Source: an optimization exercise on an open RTL-to-GDS flow (aim: small area and a short achievable clock period). Production flows keep margins and buffers that such runs may drop.
The RTL was checked by simulation tests, not by an equivalence proof against the original design.

==> flow/design.v (excerpt) <==
module MrSimSimulation(input clk, input reset,
    input [63:0] io_enq_dat,
    input  io_enq_val,
    output io_enq_rdy,
    output[63:0] io_deq_dat,
    output io_deq_val,
    input  io_deq_rdy
);
Size in the first run: roughly 1300 cells after synthesis, roughly 130 I/O pins, roughly 15000 sq um of cells after synthesis.
export LEC_CHECK = 0
export CAP_MARGIN = 20
export CORE_MARGIN = 2
export CORE_UTILIZATION = 40
export PLACE_DENSITY = 0.6
export SLEW_MARGIN = 20
export SYNTH_HIERARCHICAL = 1
export SYNTH_MINIMUM_KEEP_SIZE = 0
create_clock -name core_clock -period 17.0 [get_ports {clk}]
standard.sh (not shown) runs the stock make flow with config.mk's settings and CLKGATE_MAP_FILE= SYNTH_SCRIPT=/design/flow/synth_recipe.tcl, a recipe that flattens the netlist after the stock synthesis.
==> flow/flow/run.sh <==
#!/bin/bash
# Standard synthesis, then the standard layout with the resizer aiming for a setup slack margin,
# small port buffers and a smaller clock tree.
set -euo pipefail
bash standard.sh synth > synth.log 2>&1
bash standard.sh SETUP_SLACK_MARGIN=12.4 BUFFER_PORTS_ARGS='-buffer_cell sky130_fd_sc_hd__buf_1' 'CTS_ARGS=-sink_clustering_enable -repair_clock_nets -dont_use_dummy_load -buf_list sky130_fd_sc_hd__clkbuf_16 -sink_clustering_size 24 -sink_clustering_max_diameter 80' finish > layout.log 2>&1
The first run passed the timing, DRC and antenna checks.
Then changed:
==> flow/flow/run.sh (replaced) <==
#!/bin/bash
# Standard synthesis, then the standard layout with the resizer aiming for a setup slack margin,
# small port buffers and a smaller clock tree.
set -euo pipefail
bash standard.sh synth > synth.log 2>&1
bash standard.sh SETUP_SLACK_MARGIN=12.4 BUFFER_PORTS_ARGS='-buffer_cell sky130_fd_sc_hd__buf_1' 'CTS_ARGS=-sink_clustering_enable -repair_clock_nets -dont_use_dummy_load -buf_list sky130_fd_sc_hd__clkbuf_16 -sink_clustering_size 30 -sink_clustering_max_diameter 140' finish > layout.log 2>&1
What happened: Wire length does not change. Setup slack does not change. Sequential cell count is unchanged.
Then changed:
==> flow/flow/run.sh (replaced) <==
#!/bin/bash
# Standard synthesis, then the standard layout with the resizer aiming for a setup slack margin,
# small port buffers and a smaller clock tree.
set -euo pipefail
bash standard.sh synth > synth.log 2>&1
bash standard.sh SETUP_SLACK_MARGIN=12.3 BUFFER_PORTS_ARGS='-buffer_cell sky130_fd_sc_hd__buf_1' 'CTS_ARGS=-sink_clustering_enable -repair_clock_nets -dont_use_dummy_load -buf_list sky130_fd_sc_hd__clkbuf_16 -sink_clustering_size 30 -sink_clustering_max_diameter 100' finish > layout.log 2>&1
Effect: The new run completed with no timing, DRC or antenna violations; worst setup slack is worse by 0.12 ns; via count falls slightly; die area stays the same; wire length falls by a few percent; synthesized area does not change; hold slack is better by 0.0099 ns.

========
pepper:
Another version of the RTL of MrSimSimulation (not shown whole).
Size: ~220 flip-flops, ~130 I/O pins, roughly 16,000 sq um of cells after synthesis.
export LEC_CHECK = 0
export CAP_MARGIN = 20
export CORE_MARGIN = 2
export CORE_UTILIZATION = 40
export PLACE_DENSITY = 0.6
export SLEW_MARGIN = 20
export SYNTH_HIERARCHICAL = 1
export SYNTH_MINIMUM_KEEP_SIZE = 0
create_clock -name core_clock -period 17.0 [get_ports {clk}]
==> flow/flow/run.sh <==
#!/bin/bash
# Standard synthesis, then the standard layout with the resizer aiming for a setup slack margin,
# small port buffers and a smaller clock tree.
set -euo pipefail
bash standard.sh synth > synth.log 2>&1
bash standard.sh SETUP_SLACK_MARGIN=12.5 BUFFER_PORTS_ARGS='-buffer_cell sky130_fd_sc_hd__buf_1' 'CTS_ARGS=-sink_clustering_enable -repair_clock_nets -dont_use_dummy_load -buf_list sky130_fd_sc_hd__clkbuf_8 -sink_clustering_size 25' finish > layout.log 2>&1
Input-level comparison between juniper and pepper:
==> flow/flow/run.sh <==
#!/bin/bash
# Standard synthesis, then the standard layout with the resizer aiming for a setup slack margin,
# small port buffers and a smaller clock tree.
set -euo pipefail
bash standard.sh synth > synth.log 2>&1
bash standard.sh SETUP_SLACK_MARGIN=12.4 BUFFER_PORTS_ARGS='-buffer_cell sky130_fd_sc_hd__buf_1' 'CTS_ARGS=-sink_clustering_enable -repair_clock_nets -dont_use_dummy_load -buf_list sky130_fd_sc_hd__clkbuf_16 -sink_clustering_size 30 -sink_clustering_max_diameter 100' finish > layout.log 2>&1
--- a/flow/config.mk
+++ b/flow/config.mk
@@ -10,2 +10,2 @@
-export CORE_UTILIZATION = 40
-export PLACE_DENSITY = 0.6
+export CORE_UTILIZATION = 50
+export PLACE_DENSITY = 0.65
### Flow results
- Looking at HPWL after detailed placement, juniper sits below pepper.
- Compare juniper and pepper | tightest slew margin relative to the limit lower: pepper
- juniper gives more met2 usage than pepper did.
- For the global-route wire length before repair, juniper came in 3.4% lower than pepper did.
[inputs] cedar vs juniper
==> flow/flow/run.sh <==
#!/bin/bash
# Standard synthesis, then the standard layout with the resizer aiming for a setup slack margin,
# small port buffers and a smaller clock tree.
set -euo pipefail
bash standard.sh synth > synth.log 2>&1
bash standard.sh SETUP_SLACK_MARGIN=12.5 BUFFER_PORTS_ARGS='-buffer_cell sky130_fd_sc_hd__buf_1' 'CTS_ARGS=-sink_clustering_enable -repair_clock_nets -dont_use_dummy_load -buf_list sky130_fd_sc_hd__clkbuf_8 -sink_clustering_size 40' finish > layout.log 2>&1
--- a/flow/config.mk
+++ b/flow/config.mk
@@ -10,2 +10,2 @@
-export CORE_UTILIZATION = 50
-export PLACE_DENSITY = 0.65
+export CORE_UTILIZATION = 55
+export PLACE_DENSITY = 0.7
Notes after the runs:
- On placer congestion estimate: between juniper and cedar, it ends up lower for juniper.
- Compared with juniper, cedar shows count of clock-buffer cells in the layout higher by 24.
- Synthesized netlist cell count came out exactly the same in juniper and cedar.
## Diff of input files: delta against cedar
==> flow/flow/run.sh <==
#!/bin/bash
# Standard synthesis, then the standard layout with the resizer aiming for a setup slack margin,
# small port buffers and a smaller clock tree.
set -euo pipefail
bash standard.sh synth > synth.log 2>&1
bash standard.sh SETUP_SLACK_MARGIN=12.4 BUFFER_PORTS_ARGS='-buffer_cell sky130_fd_sc_hd__buf_1' 'CTS_ARGS=-sink_clustering_enable -repair_clock_nets -dont_use_dummy_load -buf_list sky130_fd_sc_hd__clkbuf_16 -sink_clustering_size 20 -sink_clustering_max_diameter 60' finish > layout.log 2>&1
--- a/flow/config.mk
+++ b/flow/config.mk
@@ -10,2 +10,2 @@
-export CORE_UTILIZATION = 55
-export PLACE_DENSITY = 0.7
+export CORE_UTILIZATION = 40
+export PLACE_DENSITY = 0.6
delta ended up with df1[8]$_DFF_P_ as its end point of the critical path; cedar ended up with e2[14]$_DFF_P_.
Worst-case setup margin in the final layout ends up lower on delta.
Global-route usage, cedar and delta: lower on delta
cedar → delta: wire length reported by the detailed router moved down; wire length of the first global-routing pass moved up.

========
Starting RTL as in the previous note.
==> flow/config.mk <==
export PLATFORM = sky130hd
export DESIGN_NAME = MrSimSimulation
export DESIGN_NICKNAME = MrSimSimulation
export VERILOG_FILES = /design/flow/design.v
export SDC_FILE = /design/flow/constraint.sdc
export NUM_CORES = 4
export LEC_CHECK = 0
export CAP_MARGIN = 20
export CORE_MARGIN = 2
export CORE_UTILIZATION = 40
export PLACE_DENSITY = 0.6
export SLEW_MARGIN = 20
export SYNTH_HIERARCHICAL = 1
export SYNTH_MINIMUM_KEEP_SIZE = 0
==> flow/constraint.sdc <==
create_clock -name core_clock -period 17.0 [get_ports {clk}]
set_input_delay 3.4000 -clock core_clock [delete_from_list [all_inputs] [get_ports {clk}]]
set_output_delay 3.4000 -clock core_clock [all_outputs]
set_load 0.01 [all_outputs]
==> flow/flow/run.sh <==
#!/bin/bash
# Standard synthesis, then the standard layout with the resizer aiming for a setup slack margin,
# small port buffers and a smaller clock tree.
set -euo pipefail
bash standard.sh synth > synth.log 2>&1
bash standard.sh SETUP_SLACK_MARGIN=12.5 BUFFER_PORTS_ARGS='-buffer_cell sky130_fd_sc_hd__buf_1' 'CTS_ARGS=-sink_clustering_enable -repair_clock_nets -dont_use_dummy_load -buf_list sky130_fd_sc_hd__clkbuf_16 -sink_clustering_size 30 -sink_clustering_max_diameter 100' finish > layout.log 2>&1
Rerun with:
==> flow/flow/run.sh (replaced) <==
#!/bin/bash
# Standard synthesis, then the standard layout with the resizer aiming for a setup slack margin,
# small port buffers and a smaller clock tree.
set -euo pipefail
bash standard.sh synth > synth.log 2>&1
bash standard.sh SETUP_SLACK_MARGIN=12.2 BUFFER_PORTS_ARGS='-buffer_cell sky130_fd_sc_hd__buf_1' 'CTS_ARGS=-sink_clustering_enable -repair_clock_nets -dont_use_dummy_load -buf_list sky130_fd_sc_hd__clkbuf_8 -sink_clustering_size 40' finish > layout.log 2>&1
Outcome: The new run produced a clean layout. Sequential share of layout area increases by 0.64 points. Count of clock-buffer cells in the layout increases by 25. Synthesized area is unchanged. Die area does not change. Worst setup slack got worse by 180 ps. Design area decreases by a few percent. Core utilization decreases by 1.7 points.
Rerun with:
==> flow/flow/run.sh (replaced) <==
#!/bin/bash
# Standard synthesis, then the standard layout with the resizer aiming for a setup slack margin,
# small port buffers and a smaller clock tree.
set -euo pipefail
bash standard.sh synth > synth.log 2>&1
bash standard.sh SETUP_SLACK_MARGIN=12.5 BUFFER_PORTS_ARGS='-buffer_cell sky130_fd_sc_hd__buf_1' 'CTS_ARGS=-sink_clustering_enable -repair_clock_nets -dont_use_dummy_load -buf_list sky130_fd_sc_hd__clkbuf_8 -sink_clustering_size 40' finish > layout.log 2>&1
Wire length increases by 1.2%.
Die area stays the same.
Register-to-register slack improved by 210 ps.
Fmax increases by 4.6%.
Design area increases by 4.0%.
Sequential share of layout area decreases by 0.69 points.
Cell count increases by 0.55%.
Worst setup slack improved by 210 ps.
First-iteration DRC count decreases by 12%.
Global-route usage increases by 0.21 points.

[static timing again, ports no longer ideal]
How much do the figures lean on ideal ports? The routed layouts below were timed once more, with nothing changed but the port constraints. Step 1, drivers: a clkbuf_16 drives clk and a buf_2 each remaining input, both assumed. Step 2 moves the port delays by t, midway between the first and last clock arrival at a register: inputs arrive t later, outputs are due t later. That takes back most of the time a late clock gives input paths. Slacks: ideal ports / drivers / drivers and shift; pairs: ideal ports / drivers.
run	shift t [ns]	setup WS [ns]	latest minus earliest clock arrival (ns)	worst register clock-pin slew, ns	worst slew at a driven data input, ns
the first run of note 1	0.482	12.427 / 12.433 / 11.964	0.035 / 0.035	0.09 / 0.09	0.09
the second run of note 1	0.482	12.427 / 12.433 / 11.964	0.035 / 0.035	0.09 / 0.09	0.09
the third run of note 1	0.474	12.311 / 12.311 / 11.940	0.026 / 0.025	0.07 / 0.07	0.09
pepper	0.584	12.490 / 12.469 / 11.920	0.054 / 0.054	0.06 / 0.06	0.06
juniper	0.508	12.388 / 12.388 / 11.947	0.052 / 0.052	0.11 / 0.11	0.13
cedar	0.550	12.496 / 12.496 / 11.970	0.046 / 0.046	0.06 / 0.06	0.07
delta	0.516	12.472 / 12.478 / 11.983	0.034 / 0.034	0.08 / 0.08	0.05
the first run of note 3	0.510	12.459 / 12.459 / 11.997	0.049 / 0.049	0.11 / 0.11	0.09
the second run of note 3	0.557	12.284 / 12.284 / 11.746	0.058 / 0.059	0.06 / 0.06	0.06
the third run of note 3	0.584	12.490 / 12.469 / 11.920	0.054 / 0.054	0.06 / 0.06	0.06
After both steps every run listed still meets setup and hold.
